Background: an optimization exercise with open tools, aiming at small area and a short achievable clock period. Do not read the settings as production practice. No functional check of the RTL was part of this run. No activity file was given, so power comes from the tool's default toggle rates.

### flow/config.mk
export PLATFORM = sky130hd
export DESIGN_NAME = mul_A
export DESIGN_NICKNAME = mul_A
export VERILOG_FILES = /design/flow/design.v
export SDC_FILE = /design/flow/constraint.sdc
export NUM_CORES = 4
export LEC_CHECK = 0
export CAP_MARGIN = 20
export CORE_MARGIN = 2
export CORE_UTILIZATION = 40
export SLEW_MARGIN = 20
### flow/constraint.sdc
create_clock -name core_clock -period 5.0 [get_ports {CLK}]
set_input_delay 1.0000 -clock core_clock [delete_from_list [all_inputs] [get_ports {CLK}]]
set_output_delay 1.0000 -clock core_clock [all_outputs]
set_load 0.01 [all_outputs]
### flow/design.v
module mul_A (CLK, RESETn, a, b, y);
	parameter bw = 32;
	input [bw-1:0] a, b;
	input CLK;
	input RESETn;
	output [2*bw-1:0] y;
	reg [bw-1:0] a_pipe [bw-1:0];
	reg [bw-1:0] b_pipe [bw-1:0];
	reg [2*bw-1:0] partials [bw-1:0];
	genvar i, j;
	for(i=0; i<bw; i=i+1) begin : gen1
		always@(posedge CLK) begin
			if(!RESETn) begin
				a_pipe[i] <= 0;
				b_pipe[i] <= 0;
				partials[i] <= 0;
			end
			else begin
				if(i==0) begin
					a_pipe[i] <= a;
					b_pipe[i] <= b;
					partials[i] <=(a_pipe[i][i] ? b_pipe[i] << i : 0);
				end
				else begin
					a_pipe[i] <= a_pipe[i-1];
					b_pipe[i] <= b_pipe[i-1];
					partials[i] <=(a_pipe[i][i] ? b_pipe[i] << i : 0) + partials[i-1];
				end				
			end
		end
	end
	assign y = partials[bw-1];
endmodule
### flow/run.sh
#!/bin/bash
# synth_recipe.tcl (not shown) runs the flow's synth.tcl, then flattens the netlist and writes it again
# the make line also repeats each setting of config.mk as NAME=value (left out here)
make -C /OpenROAD-flow-scripts/flow DESIGN_CONFIG=/design/flow/config.mk WORK_HOME=/design/flow/orfs CLKGATE_MAP_FILE= SYNTH_SCRIPT=/design/flow/synth_recipe.tcl finish
==> results list <==
- Share of the synthesized area in compound gates (AO/OA/AOI/OAI): 0.131
- Setup violations remaining at the end of the flow were counted as 0.
- The commonest cells after synthesis are sky130_fd_sc_hd__and2_1 (3231), sky130_fd_sc_hd__dfxtp_1 (3103), sky130_fd_sc_hd__nor2_1 (1093).
- Post-CTS setup repair buffer count: 0
- Classification of the worst-slack hold path: reg -> reg
- Final-stage net count: 15332
- Number of input and output port buffers inserted: 129
* Number of maximum-capacitance constraint violations: 0
- Data arrives at the worst endpoint at 4850 ps.
- Dividing the detail-routed wire length by the instance count gives 15.4 um.
* Number of antenna violations at the first check in global routing: 10
* Comb pwr share: 0.012
* Layout cell share with drive strength beyond 1: 0.0477
* Storage element area: 62100 um^2
* Main combinational cell family by area after synthesis: simple AND/OR/NAND/NOR gates
- For this design the ratio of total power to cell area is 331 nW/um^2.
- At the pin with the least slew margin, the transition time is 1030 ps.
- The floorplan step set the die width to 585 um.
- Combined area of all synthesized cells: 135000 um^2
- Cell internal power was estimated by the tool at 39.8 mW.
- Among all flip-flop cells after synthesis, the most frequent one is sky130_fd_sc_hd__dfxtp_1.
- The number of global-route vias before repair was 90561.
- Fillers: 32664
* CP Max Fanout: 32
- Measured along the y axis, the die boundary spans 585 um.
- Of the available clock period, the critical path in the final layout requires 0.823.
* Clock Skew: 57.6 ps
- Pins over their slew limit: 0
* Synth cell types: 98
* Net switching fraction of the power: 0.206
* Multiplexer fraction of the synthesized cell area: 0.00342
* Sort of element at the start of the critical path: flop
- Routability congestion estimate from global placement: 0.866
- Setup repair after global routing left no endpoint under its margin.
- Maximum frequency from static timing analysis: 0.243 GHz
* Number of top-level design ports: 130
- The floorplan has 213 rows.
* Initial cell density of the core: 0.402
- Count of flip-flops with a built-in enable after synthesis: 0
- Vias per inst: 4.84
- Top cell type's share of synthesized area: 0.460
* Clock tree from TritonCTS: done
* Half-perimeter wire length of the detailed placement result: 212000 um
- sky130_fd_sc_hd__dfxtp_1 takes more of the synthesized area than any other cell.
* Slew HR: 0.314
- In this run, CTS created clock tree buffers numbering 324.
* Drt drc: 0
* Net load switching power: 10.4 mW
- Clock-pin slew on the worst setup and hold paths: 60 ps
* Number of nets in the synthesized netlist: 15360
- Sequential group share of total power: 0.495
* CTS Hold Buffers Added: 0
* Number of vias in the routed layout: 92240
- The total overflow left after global routing is 0.
* Number of register bits inferred by synthesis: 3103
- Data on the critical path is required at its endpoint by 5730 ps.
- Entering global routing, the biggest net connects 272 pins.
- The clock passes through at most 4 buffers.
- Relative to the synthesized area, the layout overhead comes to 12.4%.
* Area of the placeable core: 336000 um^2
- Of the total synthesized cell area, the portion taken by full adders, half adders and majority gates is 0.0964.
- Synth Area per Inst: 9.46 um^2
- The pre-antenna-repair detailed-routing pass consisted of 6 iterations.
* Leakage power of the design: 68.5 nW
- Start-to-end type of the worst setup path: reg -> reg
- Synthesized-area fraction occupied by and/or/nand/nor cells: 0.241
- Multi-input gate area: 70000 um^2
* Floorplan die area: 342000 um^2
- Synthesis produced a netlist whose cell count is 14272.
* Sum of negative setup slack: 0 ps
* Clock power frac: 0.493
* Clock insertion delay at the later pin of the skew report: 870 ps
- The count of final hold-check violations was 0.
- Post-CTS repair changed the size of 0 cells.
- Clock tree synthesis selected as its root buffer the cell sky130_fd_sc_hd__clkbuf_16.
- CP endpoint kind: flop
* Minimum period implied by the final worst setup slack: 4110 ps
* Worst Hold Margin: 391 ps
- In the post-synthesis netlist, the biggest area contributors are sky130_fd_sc_hd__dfxtp_1 (46%), sky130_fd_sc_hd__and2_1 (15%), sky130_fd_sc_hd__ha_1 (9.2%), sky130_fd_sc_hd__nor2_1 (3.0%), sky130_fd_sc_hd__a21o_1 (3.0%).
- The clock tree synthesis step divided the H-tree into 5 levels.
- The run finished with no timing, DRC or antenna violations.
- CTS saw 3103 sinks.
- Global-route wire length before repair: 479000 um
* Overall global routing resource usage: 0.169
* Total wirelength of the detailed-routed design: 294000 um
- Most instantiated library cell after synthesis: sky130_fd_sc_hd__and2_1
- The worst-case IR drop observed on VDD is 0.000247 V.
- Xor/xnor cell area share of the yosys netlist: 0.0466
* Iteration-0 DRC Markers: 4965
* Sequential share of the synthesized area: 0.460
* Count of warnings emitted by yosys: 4
- Of all flip-flops after synthesis, the portion carrying an async set or reset was 0.
- The count of nets left with antenna violations once routing finished came out at 0.
==> cells by family (layout without fill, tap and decap cells) <==
group                      count (synthesis)  after routing
AOI/OAI and AO/OA                       2719           2719
xor gates and xnor gates                 718            718
adders and majority gates               1022           1022
buffers and inverters                    775           1001
DFF                                     3103           3103
muxes                                     46             46
other                                      0             51
and+or+nand+nor                         5889           5889
==> worst max-delay path, stage by stage, from the launching register on <==
cell                       delay [ps]
sky130_fd_sc_hd__dfxtp_1          580
sky130_fd_sc_hd__and2_1           280
sky130_fd_sc_hd__ha_1             210
sky130_fd_sc_hd__fa_1             440
sky130_fd_sc_hd__a21o_1           220
sky130_fd_sc_hd__a22oi_1          290
sky130_fd_sc_hd__a211oi_1         210
sky130_fd_sc_hd__o311ai_2         480
sky130_fd_sc_hd__o21ai_0          410
sky130_fd_sc_hd__a31o_2           380
sky130_fd_sc_hd__a31oi_1          220
sky130_fd_sc_hd__xor2_1           170
sky130_fd_sc_hd__nor2_1            50
==> stage by stage <==
step / std cells / utilization / power, mW / worst slack, ps / cell area, um^2
finish: 19064 / 0.451 / 50.2 / 886 / 152000
global route: 19061 / 0.451 / 52.0 / 626 / 152000
CTS: 19013 / 0.451 / 50.9 / 994 / 152000
detailed placement: 18433 / 0.418 / 26.0 / 1010 / 141000
global placement: 18433 / 0.418 / 26.0 / 1060 / 141000
floorplan: 14272 / - / 25.8 / 1820 / 135000
==> cell usage in the layout (no fill, tap or decap), types with 112 or more instances in the layout <==
master                            netlist  routed
sky130_fd_sc_hd__clkbuf_16              0     333
sky130_fd_sc_hd__xnor2_1              381     381
sky130_fd_sc_hd__a21o_1               546     546
sky130_fd_sc_hd__clkdlybuf4s50_1        0     128
sky130_fd_sc_hd__inv_1                224     224
sky130_fd_sc_hd__o21ai_0              419     419
sky130_fd_sc_hd__and2_1              3231    3231
sky130_fd_sc_hd__and3_1               146     146
sky130_fd_sc_hd__nand3_1              220     220
sky130_fd_sc_hd__nand2_1              506     506
sky130_fd_sc_hd__nand2b_1             123     123
sky130_fd_sc_hd__o21bai_1             144     144
sky130_fd_sc_hd__a21oi_1              814     814
sky130_fd_sc_hd__xor2_1               337     337
sky130_fd_sc_hd__nor2_1              1093    1093
sky130_fd_sc_hd__ha_1                 991     991
sky130_fd_sc_hd__nor3_1               188     188
sky130_fd_sc_hd__a211oi_1             115     115
sky130_fd_sc_hd__o21a_1               112     112
sky130_fd_sc_hd__dfxtp_1             3103    3103
==> path summary, 6_finish.rpt <==
path | from | to | slack (ps) | depth (start not counted)
worst min register to register | partials[11][6] | partials[12][6] | 390 | 1
worst max register to register | a_pipe[26][26] | partials[26][56] | 890 | 12
worst max-delay path | a_pipe[26][26] | partials[26][56] | 890 | 12
worst min-delay path | partials[11][6] | partials[12][6] | 390 | 1
==> metal layers <==
metal / GRT usage / share of wire / vias to the layer above / wire (um)
met3: 0.0196 / 0.029 / 468 / 8410
met4: 0.0586 / 0.035 / 0 / 10200
met5: 0 / 0 / - / 0
met2: 0.281 / 0.45 / 1244 / 134000
met1: 0.225 / 0.48 / 42167 / 142000
li1: - / - / 48361 / -
==> power by group through the flow <==
stage / Sequential [mW] / Combinational (mW) / Clock, mW
global route: 24.9 / 0.675 / 26.4
detailed placement: 25.4 / 0.614 / 0
finish: 24.9 / 0.596 / 24.7
floorplan: 25.4 / 0.398 / 0
CTS: 24.9 / 0.618 / 25.4
global placement: 25.4 / 0.612 / 0
==> final cells by class <==
cell class | instances | share of cell area
antenna | 51 | 0.000841
clock buffer | 455 | 0.0624
clock inverter | 125 | 0.0105
inverter | 225 | 0.00561
multi-input combinational | 10394 | 0.461
sequential | 3103 | 0.409
tap | 4515 | 0.0372
timing repair buffer | 196 | 0.0130
==> sequential cells by signal (all words and copies together), names as in the netlist <==
name and count:
partials 1551, b_pipe 1024, a_pipe 528

-- what the ideal ports hide --
In the flow no input, the clock included, has a driving cell. The finished layout below was timed again as built, in two steps. Step 1: set_driving_cell puts a clkbuf_16 on CLK and a buf_2 on each other input, an assumption about the parent block. Step 2 times the ports against the registers' clock, not the clock port: input delays grow and output delays shrink by t, the midpoint of the rising clock arrivals with the driver on. Slacks: no drivers / after step 1 / after step 2; pairs: no drivers / after step 1.
shift t [ns]: 0.953
setup slack, ns: 0.886 / 0.886 / 0.886
hold WS [ns]: 0.391 / 0.391 / 0.391
After both steps setup and hold are still met in this run. For this run, drivers alone change the setup slack by 0.000 ns; drivers and shift together by 0.000 ns.
